This design comes from an exercise in tuning for small area, a short achievable clock period and few clock cycles per item on the open sky130 flow, not from production work. Function was checked by simulation only, so behaviour that the tests miss may differ from the original. No driver is modelled on the clock port, so clocking that relies on it looks cheaper here than on a real chip. No activity file was given, so power comes from the tool's default toggle rates.

==> pepper <==
==> flow/design.v <==
module jpc_idecode(
    input  wire        clk,
    input  wire        rst,
    input  wire [31:0] instr_I,
    input  wire        instr_valid_I,
    input  wire        decode_ready_I,
    output wire        instr_ready_O,
    output wire [6:0]  opcode_O,
    output wire [2:0]  funct3_O,
    output wire [4:0]  rd_O,
    output wire [31:0] imm32_O,
    output wire [4:0]  rs1_O,
    output wire [4:0]  rs2_O,
    output wire [6:0]  funct7_O,
    output wire        ecall_O,
    output wire        ebreak_O,
    output wire        fence_O,
    output wire        fence_i_O,
    output wire        error_O,
    output reg         decode_valid_O
);
    assign instr_ready_O = decode_ready_I;
    always @(posedge clk or posedge rst) begin
        if (rst)
            decode_valid_O <= 1'b0;
        else
            decode_valid_O <= instr_valid_I & decode_ready_I;
    end
    wire [31:0] i  = instr_I;
    wire [6:0]  op = i[6:0];
    wire        s  = i[31];
    wire op_opimm = (op == 7'b0010011);
    wire op_load  = (op == 7'b0000011);
    wire op_jalr  = (op == 7'b1100111);
    wire op_store = (op == 7'b0100011);
    wire op_br    = (op == 7'b1100011);
    wire op_jal   = (op == 7'b1101111);
    wire op_lui   = (op == 7'b0110111);
    wire op_auipc = (op == 7'b0010111);
    wire op_op    = (op == 7'b0110011);
    wire op_sys   = (op == 7'b1110011);
    wire op_fence = (op == 7'b0001111);
    wire fmt_i = op_opimm | op_load | op_jalr;
    wire fmt_u = op_lui | op_auipc;
    wire upper_zero = (i[31:21] == 11'd0);
    wire d_imm0  = (fmt_i & i[20]) | (op_store & i[7]) | (fmt_u & i[12]);
    wire d_imm11 = ((fmt_i | op_store) & s) | (op_br & i[7]) | (op_jal & i[20]) | (fmt_u & i[23]);
    wire d_hi    = (fmt_i | op_store | op_br | op_jal) & s;
    wire d_mid   = (fmt_i | op_store | op_br) & s;
    wire d_ij    = fmt_i | op_jal;
    wire d_sb    = op_store | op_br;
    wire d_isbj  = fmt_i | op_store | op_br | op_jal;
    wire d_sysz  = op_sys & upper_zero;
    wire d_fen   = op_fence & (i[14:13] == 2'b00);
    wire d_err   = ~(fmt_i | op_store | op_br | op_jal | fmt_u | op_op | op_sys | op_fence)
                 | (op_jalr & (i[14:12] != 3'b000))
                 | (op_sys & ~upper_zero)
                 | (op_fence & (i[14:13] != 2'b00));
    reg [31:0] ir;
    reg        imm0_r, imm11_r, hi_r, mid_r, ij_r, sb_r, isbj_r, j_r, u_r;
    reg        sysz_r, fen_r, err_r;
    always @(posedge clk) begin
        ir      <= instr_I;
        imm0_r  <= d_imm0;
        imm11_r <= d_imm11;
        hi_r    <= d_hi;
        mid_r   <= d_mid;
        ij_r    <= d_ij;
        sb_r    <= d_sb;
        isbj_r  <= d_isbj;
        j_r     <= op_jal;
        u_r     <= fmt_u;
        sysz_r  <= d_sysz;
        fen_r   <= d_fen;
        err_r   <= d_err;
    end
    assign opcode_O = ir[6:0];
    assign rd_O     = ir[11:7];
    assign funct3_O = ir[14:12];
    assign rs1_O    = ir[19:15];
    assign rs2_O    = ir[24:20];
    assign funct7_O = ir[31:25];
    assign imm32_O[0]     = imm0_r;
    assign imm32_O[4:1]   = ({4{ij_r}} & ir[24:21]) | ({4{sb_r}} & ir[11:8]) | ({4{u_r}} & ir[16:13]);
    assign imm32_O[10:5]  = ({6{isbj_r}} & ir[30:25]) | ({6{u_r}} & ir[22:17]);
    assign imm32_O[11]    = imm11_r;
    assign imm32_O[19:12] = {8{mid_r}} | ({8{j_r}} & ir[19:12]) | ({8{u_r}} & ir[31:24]);
    assign imm32_O[31:20] = {12{hi_r}};
    assign ecall_O   = sysz_r & ~ir[20];
    assign ebreak_O  = sysz_r &  ir[20];
    assign fence_O   = fen_r  & ~ir[12];
    assign fence_i_O = fen_r  &  ir[12];
    assign error_O   = err_r;
endmodule
==> flow/flow/run.sh <==
#!/bin/bash
# The standard layout with three changes:
#  - synthesis maps the logic with an area-oriented ABC script (flow/synth.tcl is the standard flow's
#    standard synthesis script with only ABC's script replaced by flow/abc_area.script);
#  - the port buffers are the platform's smallest plain buffer (buf_1) instead of the
#    default pick, a delay cell;
#  - clock tree synthesis is replaced by flow/clock.tcl: a few clock buffers, each at the
#    centre of a group of nearby flip-flops, driven directly by the clock port.
# Each tool's full output goes to a log of its own in this folder.
set -euo pipefail
HERE=$(pwd)
export MY_ABC_SCRIPT=$HERE/flow/abc_area.script
SYN="SYNTH_SCRIPT=$HERE/flow/synth.tcl"
PORTS="BUFFER_PORTS_ARGS=-buffer_cell sky130_fd_sc_hd__buf_1"
bash standard.sh "$SYN" "$PORTS" place > flow_place.log 2>&1
MARGIN=$(sed -n "s/^export SETUP_SLACK_MARGIN *= *//p" config.mk)
SETUP_SLACK_MARGIN=${MARGIN:-0} RES_DIR=orfs/results/$FLOW_PLATFORM/jpc_idecode/base \
  CLOCK_GROUPS=3 CLOCK_BUF=sky130_fd_sc_hd__clkbuf_8 \
  openroad -no_init -exit flow/clock.tcl > flow_clock.log 2>&1
bash standard.sh "$SYN" "$PORTS" finish > flow_finish.log 2>&1
==> flow/flow/abc_area.script <==
&get -n
&st
&dch
&nf
&put
==> flow/flow/clock.tcl <==
# Clock distribution in place of ORFS's clock tree synthesis: the flip-flops are split into
# a few groups by position (k-means), and one clock buffer at the centre of each group drives
# that group's clock pins; the clock port drives only these buffers. Then the same timing
# repair and legalisation as ORFS's CTS step, and its outputs (4_1_cts.odb, 4_cts.sdc).
set res $::env(RES_DIR)
set k $::env(CLOCK_GROUPS)
set buf_cell $::env(CLOCK_BUF)
read_liberty $::env(FLOW_HOME)/platforms/sky130hd/lib/sky130_fd_sc_hd__tt_025C_1v80.lib
read_db $res/3_place.odb
read_sdc $res/3_place.sdc
source $::env(FLOW_HOME)/platforms/sky130hd/setRC.tcl

set block [ord::get_db_block]
set dbu [$block getDbUnitsPerMicron]

# clock pin of each flip-flop and its position in um
set pts {}
foreach pin [all_registers -clock_pins] {
  set bbox [[sta::sta_to_db_inst [get_cells -of_objects $pin]] getBBox]
  lappend pts [list $pin [expr {([$bbox xMin] + [$bbox xMax]) / 2.0 / $dbu}] \
                         [expr {([$bbox yMin] + [$bbox yMax]) / 2.0 / $dbu}]]
}
set n [llength $pts]

# k-means, seeded with points spread along x+y
set sorted [lsort -real -command {apply {{a b} {
  set d [expr {[lindex $a 1] + [lindex $a 2] - [lindex $b 1] - [lindex $b 2]}]
  expr {$d < 0 ? -1 : ($d > 0 ? 1 : 0)}}}} $pts]
set cents {}
for {set c 0} {$c < $k} {incr c} {
  set p [lindex $sorted [expr {int(($c + 0.5) * $n / $k)}]]
  lappend cents [list [lindex $p 1] [lindex $p 2]]
}
for {set it 0} {$it < 50} {incr it} {
  for {set c 0} {$c < $k} {incr c} { set grp($c) {}; set sx($c) 0.0; set sy($c) 0.0 }
  foreach p $pts {
    set best 0; set bd 1e30
    for {set c 0} {$c < $k} {incr c} {
      set dx [expr {[lindex $p 1] - [lindex $cents $c 0]}]
      set dy [expr {[lindex $p 2] - [lindex $cents $c 1]}]
      set d [expr {$dx * $dx + $dy * $dy}]
      if {$d < $bd} { set bd $d; set best $c }
    }
    lappend grp($best) [lindex $p 0]
    set sx($best) [expr {$sx($best) + [lindex $p 1]}]
    set sy($best) [expr {$sy($best) + [lindex $p 2]}]
  }
  set new {}
  for {set c 0} {$c < $k} {incr c} {
    set m [llength $grp($c)]
    if {$m == 0} { lappend new [lindex $cents $c] } else {
      lappend new [list [expr {$sx($c) / $m}] [expr {$sy($c) / $m}]]
    }
  }
  set cents $new
}

# final assignment with at most ceil(n/k) flip-flops per group: nearest pairs first
set cap [expr {($n + $k - 1) / $k}]
set pairs {}
foreach p $pts {
  for {set c 0} {$c < $k} {incr c} {
    set dx [expr {[lindex $p 1] - [lindex $cents $c 0]}]
    set dy [expr {[lindex $p 2] - [lindex $cents $c 1]}]
    lappend pairs [list [expr {$dx * $dx + $dy * $dy}] [lindex $p 0] $c [lindex $p 1] [lindex $p 2]]
  }
}
for {set c 0} {$c < $k} {incr c} { set grp($c) {}; set sx($c) 0.0; set sy($c) 0.0 }
set done [dict create]
foreach q [lsort -real -index 0 $pairs] {
  lassign $q d pin c x y
  if {[dict exists $done $pin] || [llength $grp($c)] >= $cap} { continue }
  dict set done $pin 1
  lappend grp($c) $pin
  set sx($c) [expr {$sx($c) + $x}]
  set sy($c) [expr {$sy($c) + $y}]
}
set cents {}
for {set c 0} {$c < $k} {incr c} {
  set m [llength $grp($c)]
  if {$m == 0} { lappend cents {0 0} } else { lappend cents [list [expr {$sx($c) / $m}] [expr {$sy($c) / $m}]] }
}

for {set c 0} {$c < $k} {incr c} {
  if {[llength $grp($c)] == 0} { continue }
  lassign [lindex $cents $c] x y
  puts "clock group $c: [llength $grp($c)] flip-flops, buffer at $x $y"
  set sta_buf [insert_buffer -buffer_cell $buf_cell -net clk -load_pins $grp($c) \
    -location [list $x $y] -buffer_name clkbuf_$c -net_name clknet_$c]
  set buf [sta::sta_to_db_inst $sta_buf]
  foreach term {A X} { [[$buf findITerm $term] getNet] setSigType CLOCK }
}

set_propagated_clock [all_clocks]
estimate_parasitics -placement
detailed_placement
estimate_parasitics -placement
set margin 0
if {[info exists ::env(SETUP_SLACK_MARGIN)]} { set margin $::env(SETUP_SLACK_MARGIN) }
repair_timing -setup -setup_margin $margin -repair_tns 100
repair_timing -hold -hold_margin 0
detailed_placement
check_placement -verbose
report_checks -path_delay max -group_path_count 5 -format end
report_check_types -max_slew -max_capacitance -violators
foreach pin [all_registers -clock_pins] {
  set s [get_property $pin slew_max]
  if {![info exists worst] || $s > $worst} { set worst $s }
}
puts "worst flip-flop clock slew (estimated): $worst"
write_db $res/4_1_cts.odb
write_sdc -no_timestamp $res/4_cts.sdc
==> flow/flow/synth.tcl <==
proc synth {args} { yosys synth -nofsm -noshare {*}$args }
# Technology mapping with an area-oriented ABC script (flow/abc_area.script) in place of
# ORFS's; everything else is the standard synthesis.
proc abc {args} {
  set i [lsearch -exact $args -script]
  if {$i >= 0} { lset args [expr {$i + 1}] $::env(MY_ABC_SCRIPT) }
  yosys abc {*}$args
}
source $::env(SCRIPTS_DIR)/synth.tcl
# left out here: clear keep_hierarchy, flatten, clean up, hide names made inside functions, write 1_2_yosys.v
==> flow/standard.sh <==
#!/bin/bash
# synth_recipe.tcl (not shown) runs the flow's synth.tcl, then flattens the netlist and writes it again
# the make line also repeats each setting of config.mk as NAME=value (left out here)
make -C /OpenROAD-flow-scripts/flow DESIGN_CONFIG=/design/flow/config.mk WORK_HOME=/design/flow/orfs CLKGATE_MAP_FILE= SYNTH_SCRIPT=/design/flow/synth_recipe.tcl "${@:-finish}"
==> flow/config.mk <==
export PLATFORM = sky130hd
export DESIGN_NAME = jpc_idecode
export DESIGN_NICKNAME = jpc_idecode
export VERILOG_FILES = /design/flow/design.v
export SDC_FILE = /design/flow/constraint.sdc
export NUM_CORES = 4
export LEC_CHECK = 0
export CAP_MARGIN = 20
export CORE_MARGIN = 2
export CORE_UTILIZATION = 40
export SETUP_SLACK_MARGIN = 2.6
export SLEW_MARGIN = 20
==> flow/constraint.sdc <==
create_clock -name core_clock -period 5.0 [get_ports {clk}]
set_input_delay 1.0000 -clock core_clock [delete_from_list [all_inputs] [get_ports {clk}]]
set_output_delay 1.0000 -clock core_clock [all_outputs]
set_load 0.01 [all_outputs]
==> inputs of harbor, as changes to pepper <==
Settings changed: SETUP_SLACK_MARGIN 2.6 to 2.3.
==> inputs of quartz, as changes to pepper <==
Settings changed: CORE_UTILIZATION 40 to 35, SETUP_SLACK_MARGIN 2.6 to 2.65.
==> summary of the runs <==
In flip-flop and latch count, quartz and pepper do not differ.
The lowest worst setup slack belongs to harbor, the highest to quartz.
The lowest worst hold slack belongs to quartz, the highest to pepper.
Of harbor and quartz, quartz has the higher clock power (gap about 5%, measured against quartz).
Non-clock buffer count is the same in quartz and harbor.
Clock-buffer cell count is the same in pepper and harbor.
The highest sequential share of layout area belongs to harbor, the lowest to quartz.
Synthesized cell count is the same in quartz and pepper.
==> figures <==
quantity                                                                             harbor                   quartz                   pepper
Run status                                                          complete, no violations  complete, no violations  complete, no violations
Critical path peak fanout                                                                18                        2                        2
Launching element type of the critical path                                        register               input port               input port
Register clock-pin slew on the reported worst setup and hold paths                  0.08 ns                  0.10 ns                  0.08 ns
Crit. Startpoint                                                                        u_r           decode_ready_I           decode_ready_I
Slew of the pin with the lowest slew margin                                        0.599 ns                 0.484 ns                 0.469 ns
Fill cell instance count of the final layout                                            328                      413                      328
Path length in cells of the critical path                                                 3                        2                        2
Switching Fraction                                                                    21.9%                    22.8%                    21.9%
Via count                                                                             1,330                    1,324                    1,322
Non-filler cells in the finished layout                                                 265                      269                      265
Worst ir drop on vdd                                                             0.000175 V               0.000178 V               0.000176 V
Worst setup timing slack at the placement stage                                     2.61 ns                  2.57 ns                  2.61 ns
Area growth, synth to finish                                                          26.2%                    27.2%                    26.8%
Post-detailed-placement cell area                                                  1810 µm²                 1810 µm²                 1810 µm²
Ratio of total power to cell area                                                311 nW/µm²               313 nW/µm²               310 nW/µm²
Total placed cells including tap cells                                                  262                      266                      262
Testbench counts of pepper, summed over its fixed seeds: cycles 12,646, items 12,000.
Testbench counts of harbor, summed over its fixed seeds: cycles 12,646, items 12,000.
Testbench counts of quartz, summed over its fixed seeds: cycles 12,646, items 12,000.

[port drivers added, routing unchanged]
The results above use ideal ports. As a check the final layouts listed here were re-extracted and re-timed, cells and wires unchanged. Step 1: set_driving_cell puts a clkbuf_16 on clk and a buf_2 on each other input, an assumption about the parent block. Step 2 moves the port delays by t, midway between the first and last clock arrival at a register: inputs arrive t later, outputs are due t later. That takes back most of the time a late clock gives input paths. a / b / c = ideal / step 1 / step 2; a / b = the first two.
run | t, ns | slack for setup (ns) | worst hold slack (ns) | worst data-port slew with drivers (ns)
pepper | 0.189 | 2.775 / 2.747 / 2.717 | 0.641 / 0.620 / 0.809 | 0.04
harbor | 0.188 | 2.670 / 2.627 / 2.594 | 0.641 / 0.620 / 0.808 | 0.04
quartz | 0.194 | 2.777 / 2.747 / 2.725 | 0.622 / 0.600 / 0.794 | 0.04
After both steps setup and hold are still met in every run listed. The setup slack of harbor, which loses most, moves by -0.043 ns with the drivers and by -0.076 ns with both steps.
